Source: an optimization exercise on an open RTL-to-GDS flow (aim: small area and a short achievable clock period). Production flows keep margins and buffers that such runs may drop.
In this exercise RTL edits were held to simulation tests only and were not proved equivalent to the original.
The clock port is modelled as an ideal driver; clocking choices that lean on that would not hold on a real chip.

==> flow/design.v (excerpt) <==
module FNTT_FINTT_8point(
  input        clock,
  input        reset,
  input  [7:0] io_inData_0,
  input  [7:0] io_inData_1,
  input  [7:0] io_inData_2,
  input  [7:0] io_inData_3,
  input  [7:0] io_inData_4,
  input  [7:0] io_inData_5,
  input  [7:0] io_inData_6,
  input  [7:0] io_inData_7,
  input  [7:0] io_omega_0,
  input  [7:0] io_omega_1,
  input  [7:0] io_omega_2,
  input  [7:0] io_omega_3,
  input  [7:0] io_mod,
  input  [7:0] io_invN,
  input        io_mode,
  output [7:0] io_outData_0,
  output [7:0] io_outData_1,
  output [7:0] io_outData_2,
  output [7:0] io_outData_3,
  output [7:0] io_outData_4,
  output [7:0] io_outData_5,
  output [7:0] io_outData_6,
  output [7:0] io_outData_7
);
For scale: ~6100 cells after synthesis, about 0.072 mm² of cells after synthesis.
export LEC_CHECK = 0
export CAP_MARGIN = 20
export CORE_MARGIN = 2
export CORE_UTILIZATION = 40
export CTS_BUF_LIST = sky130_fd_sc_hd__clkbuf_8
export CTS_CLUSTER_DIAMETER = 100
export CTS_CLUSTER_SIZE = 16
export SLEW_MARGIN = 20
create_clock -name core_clock -period 36.0 [get_ports {clock}]
standard.sh (not shown) runs the stock make flow with config.mk's settings and CLKGATE_MAP_FILE= SYNTH_SCRIPT=/design/flow/synth_recipe.tcl, a recipe that flattens the netlist after the stock synthesis.
==> flow/flow/run.sh <==
#!/bin/bash
# Layout flow: the standard synthesis; then the inverters that Yosys left
# around full-adder cells are folded into the adders' polarity (flow/invopt.py,
# a full adder is self-dual); then the standard ORFS steps, with buf_2 port
# buffers and buf_16 buffers on the io_mode net (flow/mode_buf.tcl, before CTS).
# Each tool's output goes to its own log file in this folder.
set -euo pipefail
R=orfs/results/${FLOW_PLATFORM}/FNTT_FINTT_8point/base
bash standard.sh synth > synth.log 2>&1
cp "$R/1_2_yosys.v" 1_2_yosys_standard.v
if ! python3 flow/invopt.py 1_2_yosys_standard.v 1_2_yosys_invopt.v > invopt.log 2>&1; then
  cp 1_2_yosys_standard.v 1_2_yosys_invopt.v
fi
cp 1_2_yosys_invopt.v "$R/1_2_yosys.v"
touch "$R/1_2_yosys.v"
bash standard.sh 'BUFFER_PORTS_ARGS=-buffer_cell sky130_fd_sc_hd__buf_2' "PRE_CTS_TCL=$PWD/flow/mode_buf.tcl" finish > layout.log 2>&1
==> flow/flow/mode_buf.tcl <==
# io_mode selects all 64 output multiplexers in the same cycle; drive that net
# from strong buffers: every buffer between the io_mode port and the
# multiplexers becomes a buf_16.
set block [ord::get_db_block]
set nets [list [[$block findBTerm io_mode] getNet]]
set seen {}
while {[llength $nets]} {
  set net [lindex $nets 0]
  set nets [lrange $nets 1 end]
  foreach it [$net getITerms] {
    if {![$it isInputSignal]} continue
    set inst [$it getInst]
    set name [$inst getName]
    set m [[$inst getMaster] getName]
    if {![regexp {^sky130_fd_sc_hd__(clk)?buf_[0-9]+$} $m] || [lsearch $seen $name] >= 0} continue
    lappend seen $name
    if {$m ne "sky130_fd_sc_hd__buf_16"} {
      puts "mode_buf.tcl: $name $m -> sky130_fd_sc_hd__buf_16"
      replace_cell $name sky130_fd_sc_hd__buf_16
    }
    foreach ot [$inst getITerms] {
      if {[$ot isOutputSignal] && [$ot getNet] ne "NULL"} { lappend nets [$ot getNet] }
    }
  }
}
Other scripts of this flow, unchanged in this note and not shown: flow/flow/invopt.py
Then changed:
--- a/flow/flow/run.sh
+++ b/flow/flow/run.sh
@@ -5,2 +5 @@
-# buffers and buf_16 buffers on the io_mode net (flow/mode_buf.tcl, before CTS).
-# Each tool's output goes to its own log file in this folder.
+# buffers.  Each tool's output goes to its own log file in this folder.
@@ -16 +15 @@
-bash standard.sh 'BUFFER_PORTS_ARGS=-buffer_cell sky130_fd_sc_hd__buf_2' "PRE_CTS_TCL=$PWD/flow/mode_buf.tcl" finish > layout.log 2>&1
+bash standard.sh 'BUFFER_PORTS_ARGS=-buffer_cell sky130_fd_sc_hd__buf_2' finish > layout.log 2>&1
Settings changed: CTS_BUF_LIST sky130_fd_sc_hd__clkbuf_8 to unset, CTS_CLUSTER_DIAMETER 100 to 120, CTS_CLUSTER_SIZE 16 to 20.
removed: flow/flow/mode_buf.tcl
The new run produced a clean layout.
Setup slack got worse by 0.37 ns.
Utilization grows by 0.17 points.
Wire length stays flat.
Critical path depth shrinks by 40.

separate check: timing with driven ports:
The results above use ideal ports. As a check the final layouts listed here were re-extracted and re-timed, cells and wires unchanged.
Step 1 assumes that a clkbuf_16 drives the clock port and a buf_2 every other input.
Step 2 adds t to the input delays and takes it off the output delays; t is the mean of the earliest and latest rising clock arrival at the registers after step 1. Input paths then give back, and output paths get back, about the clock's delay inside the block.
Three values: ideal ports, drivers, drivers and shift; two values: the first two.
run | shift t [ns] | setup slack, ns | hold slack, ns | worst setup path at the end
the first run | 0.887 | 20.504 / 20.439 / 20.439 | 0.287 / 0.287 / 0.287 | input to output
the second run | 0.792 | 20.133 / 20.017 / 20.017 | 0.303 / 0.303 / 0.303 | input to output
After both steps setup and hold are still met in every run listed. For the second run, which loses most, drivers alone change the setup slack by -0.116 ns; drivers and shift together by -0.116 ns.
